Context: an optimization exercise on an open-source flow, tuned for small area, a short achievable clock period and few clock cycles per item. The choices shown serve that exercise and are no tape-out recipe. The RTL was checked by simulation tests, not by an equivalence proof against the original design.

==> cedar: inputs <==
Design LWC, start of the top module:
module LWC ( 
   do_data, pdi_ready, sdi_ready, do_valid, do_last,
   pdi_data, sdi_data, pdi_valid, sdi_valid, do_ready, clk, rst
   ) ;
   output reg [31:0] do_data;
   output reg        pdi_ready, sdi_ready, do_valid, do_last;
   input [31:0]  pdi_data, sdi_data;
   input         pdi_valid, sdi_valid, do_ready;
   input         clk, rst;
   localparam IDLE = 5'd0,  KLD = 5'd1,  KHD = 5'd2,  KW  = 5'd3,
              ADH  = 5'd4,  ADS = 5'd5,  ADT = 5'd6,  NH  = 5'd7,
              NW   = 5'd8,  NWT = 5'd9,  MH  = 5'd10, MS  = 5'd11,
              TH   = 5'd12, TW  = 5'd13, ST  = 5'd14, VH  = 5'd15,
              VW   = 5'd16, VS  = 5'd17;
   localparam C_AD = 2'd0, C_N = 2'd1, C_M = 2'd2;
   reg [127:0] S, K, T3, NB, T2;
   reg [63:0]  Z;
   reg [4:0]   st;
   reg [1:0]   wc;
   reg [15:0]  seglen;
   reg         dec, fail, sclr;
   reg         tpart;
   reg         busy, first, par;
   reg [5:0]   rc;
   reg [1:0]   ctype;
   wire [127:0] tk2 = first ? NB : T2;
   wire [127:0] tk3 = first ? K  : T3;
   wire [63:0]  rk  = Z ^ tk2[127:64] ^ tk3[127:64];
   wire [127:0] rout1, rout;
   wire [5:0]   rc2 = {rc[4:0], rc[5] ^ rc[4] ^ 1'b1};
   SkinnyRound RND1 (.X(S),     .RK(rk),  .RC(rc),  .Y(rout1));
==> flow/config.mk <==
export PLATFORM = sky130hd
export DESIGN_NAME = LWC
export DESIGN_NICKNAME = LWC
export VERILOG_FILES = /design/flow/design.v
export SDC_FILE = /design/flow/constraint.sdc
export NUM_CORES = 4
export LEC_CHECK = 0
export ABC_CLOCK_PERIOD_IN_PS = 4500
export CAP_MARGIN = 20
export CORE_MARGIN = 2
export CORE_UTILIZATION = 40
export SETUP_SLACK_MARGIN = 1.0
export SLEW_MARGIN = 20
==> flow/constraint.sdc <==
create_clock -name core_clock -period 5.5 [get_ports {clk}]
set_input_delay 1.1000 -clock core_clock [delete_from_list [all_inputs] [get_ports {clk}]]
set_output_delay 1.1000 -clock core_clock [all_outputs]
set_load 0.01 [all_outputs]
run.sh (not shown) runs the stock make flow with config.mk's settings and CLKGATE_MAP_FILE= SYNTH_SCRIPT=/design/flow/synth_recipe.tcl, a recipe that flattens the netlist after the stock synthesis.
==> inputs of lagoon, as changes to cedar <==
--- a/flow/design.v
+++ b/flow/design.v
@@ -138,23 +138,37 @@
    reg         dec, fail, sclr;
    reg         tpart;
    reg         busy, first, par;
    reg [5:0]   rc;
    reg [1:0]   ctype;
    wire [127:0] tk2 = first ? NB : T2;
    wire [127:0] tk3 = first ? K  : T3;
-   wire [63:0]  rk  = Z ^ tk2[127:64] ^ tk3[127:64];
-   wire [127:0] rout1, rout;
-   wire [5:0]   rc2 = {rc[4:0], rc[5] ^ rc[4] ^ 1'b1};
-   SkinnyRound RND1 (.X(S),     .RK(rk),  .RC(rc),  .Y(rout1));
-   wire [127:0] ks2a, ks3a, ks2, ks3;
-   TKStep KA (.T2(tk2),  .T3(tk3),  .N2(ks2a), .N3(ks3a));
-   TKStep KB (.T2(ks2a), .T3(ks3a), .N2(ks2),  .N3(ks3));
-   wire [63:0]  rkb = ks2a[127:64] ^ ks3a[127:64];
-   SkinnyRound RND2 (.X(rout1), .RK(rkb), .RC(rc2), .Y(rout));
+   wire [63:0]  rk  = (par ? 64'h0 : Z) ^ tk2[127:64] ^ tk3[127:64];
+   wire [127:0] sb, ka, sr, rout;
+   genvar i;
+   generate
+      for (i = 0; i < 16; i = i + 1) begin : SBOXES
+         SBox SB (.X(S[8*i+7:8*i]), .Y(sb[8*i+7:8*i]));
+      end
+   endgenerate
+   assign ka[127:64] = sb[127:64] ^ rk ^ {4'h0, rc[3:0], 30'h0, rc[5:4], 24'h0};
+   assign ka[63:0]   = sb[63:0] ^ {8'h02, 56'h0};
+   ShiftRows  SR (.X(ka), .Y(sr));
+   MixColumns MC (.X(sr), .Y(rout));
+   wire [127:0] p2, p3, ks2, ks3;
+   Permutation PT2 (.X(tk2), .Y(p2));
+   Permutation PT3 (.X(tk3), .Y(p3));
+   generate
+      for (i = 0; i < 8; i = i + 1) begin : LFSRS
+         assign ks2[64+8*i+7:64+8*i] = {p2[64+8*i+6:64+8*i], p2[64+8*i+7] ^ p2[64+8*i+5]};
+         assign ks3[64+8*i+7:64+8*i] = {p3[64+8*i] ^ p3[64+8*i+6], p3[64+8*i+7:64+8*i+1]};
+      end
+   endgenerate
+   assign ks2[63:0] = p2[63:0];
+   assign ks3[63:0] = p3[63:0];
    wire [63:0] zp, zr, zr2, zr3, zr4, zrev;
    HPermutation HP0 (.X(Z),   .Y(zp));
    HPermutation HP1 (.X(zp),  .Y(zr));
    HPermutation HP2 (.X(zr),  .Y(zr2));
    HPermutation HP3 (.X(zr2), .Y(zr3));
    HPermutation HP4 (.X(zr3), .Y(zr4));
    assign zrev = zr4;                     
@@ -179,15 +193,15 @@
    wire        offered = bmask[3];
    wire [31:0] mask = {{8{bmask[3]}}, {8{bmask[2]}}, {8{bmask[1]}}, {8{bmask[0]}}};
    wire        j3part = (wc == 2'd3) & bpart;
    wire [31:0] pdo   = pdi_data ^ gofs;
    wire [31:0] wsel  = ((st == MS) & dec) ? pdo : pdi_data;
    wire [31:0] wm    = wsel & mask;
    wire [31:0] w     = {wm[31:4], j3part ? r4 : wm[3:0]};
-   wire        last_rnd  = busy & (rc == 6'h2D);
+   wire        last_rnd  = busy & (rc == 6'h1A);
    wire        can_start = ~busy | last_rnd;
    wire        pin = pdi_valid & pdi_ready;
    wire        sin = sdi_valid & sdi_ready;
    wire        dout = do_valid & do_ready;
    reg [4:0]   stn;
    reg         sh, sclrn, absw, nbsh, ksh, start;
    reg [1:0]   ctn;
@@ -339,15 +353,15 @@
         S <= {S[95:0], ((absw & sclr & (st == ADS)) ? 32'h0 : stop) ^ (absw ? w : 32'h0)};
       T2 <= ks2;
       T3 <= ks3;
       if (nbsh) NB <= {NB[95:0], (st == ADT) ? w : pdi_data};
       if (ksh)  K  <= {K[95:0], sdi_data};
       if (last_rnd)
         Z <= (ctype == C_AD) ? zstep : (ctype == C_N) ? ZINIT : zrev;
-      else if (busy)
+      else if (busy & par)
         Z <= zp;
       else if (zstepn)
         Z <= zstep;
       else if (zinit)
         Z <= ZINIT;
    end
    always @(posedge clk) begin
@@ -375,15 +389,15 @@
             par   <= 1'b0;
             rc    <= 6'h01;
             ctype <= ctn;
          end
          else if (busy) begin
             first <= 1'b0;
             par   <= ~par;
-            rc    <= {rc2[4:0], rc2[5] ^ rc2[4] ^ 1'b1};
+            rc    <= {rc[4:0], rc[5] ^ rc[4] ^ 1'b1};
             if (last_rnd) busy <= 1'b0;
          end
          if (st == IDLE && pin) begin
             dec  <= pdi_data[28];
             fail <= 1'b0;
          end
          if ((st == ADH || st == MH) && pin) seglen <= pdi_data[15:0];
@@ -393,42 +407,7 @@
             if (st == ADS) sclr <= 1'b0;
             if (st == ADT) tpart <= bpart;
          end
          if (st == VW && sh && (pdo != 32'h0)) fail <= 1'b1;
       end
    end
 endmodule  
-module SkinnyRound (
-   input  [127:0] X,
-   input  [63:0]  RK,
-   input  [5:0]   RC,
-   output [127:0] Y
-   ) ;
-   wire [127:0] sb, ka, sr;
-   genvar i;
-   generate
-      for (i = 0; i < 16; i = i + 1) begin : SBOXES
-         SBox SB (.X(X[8*i+7:8*i]), .Y(sb[8*i+7:8*i]));
-      end
-   endgenerate
-   assign ka[127:64] = sb[127:64] ^ RK ^ {4'h0, RC[3:0], 30'h0, RC[5:4], 24'h0};
-   assign ka[63:0]   = sb[63:0] ^ {8'h02, 56'h0};
-   ShiftRows  SR (.X(ka), .Y(sr));
-   MixColumns MC (.X(sr), .Y(Y));
-endmodule  
-module TKStep (
-   input  [127:0] T2, T3,
-   output [127:0] N2, N3
-   ) ;
-   wire [127:0] p2, p3;
-   Permutation PT2 (.X(T2), .Y(p2));
-   Permutation PT3 (.X(T3), .Y(p3));
-   genvar i;
-   generate
-      for (i = 0; i < 8; i = i + 1) begin : LFSRS
-         assign N2[64+8*i+7:64+8*i] = {p2[64+8*i+6:64+8*i], p2[64+8*i+7] ^ p2[64+8*i+5]};
-         assign N3[64+8*i+7:64+8*i] = {p3[64+8*i] ^ p3[64+8*i+6], p3[64+8*i+7:64+8*i+1]};
-      end
-   endgenerate
-   assign N2[63:0] = p2[63:0];
-   assign N3[63:0] = p3[63:0];
-endmodule  
- ABC_CLOCK_PERIOD_IN_PS: 4500 -> 2800
- SETUP_SLACK_MARGIN: 1.0 -> 2.5
==> comparison table <==
| quantity | lagoon | cedar |
|---|---|---|
| Status | finished clean | finished clean |
| R2r endpoint | seglen[11] | S[97] |
| Simple-gate portion of the synthesized area | 9.52% | 10.0% |
| Insertion delay to the later sink of the worst-skew pair | 660 ps | 680 ps |
| CP peak stage delay | 550 ps | 410 ps |
| Initial core utilization | 40.2% | 40.3% |
| Met1 wire length | 54,500 um | 69,700 um |
| Worst r2r path cells | 14 | 17 |
| Portion of the post-synthesis area used by sequential elements | 53.6% | 46.4% |
| Die Outline Area | 92,700 um^2 | 107,000 um^2 |
| Fraction of synthesized cell area in xor and xnor cells | 13.7% | 21.2% |
| Well tap count | 1,176 | 1,380 |
Testbench counts of cedar, summed over its fixed seeds: cycles 34,408, bytes 18,726.
Testbench counts of lagoon, summed over its fixed seeds: cycles 61,408, bytes 18,726.

[separate check: timing with driven ports]
The results above use ideal ports. As a check the final layouts listed here were re-extracted and re-timed, cells and wires unchanged.
Step 1 sets driving cells, clkbuf_16 on the clock port and buf_2 on the other inputs (assumed; they add their load-dependent delay and slew).
Step 2 also shifts input and output timing later by t, the mid clock arrival at the registers, as if the neighbouring blocks saw the same clock.
Three values: no drivers, after step 1, after step 2; two values: the first two.
run	t, ns	setup slack, ns	worst register clock-pin slew, ns	worst slew at a driven data input, ns	cell pins on the clock port's net
cedar	0.734	0.873 / 0.873 / 0.873	0.07 / 0.07	0.05	1
lagoon	0.714	1.553 / 1.484 / 1.706	0.07 / 0.07	0.05	1
After both steps every run listed still meets setup and hold.
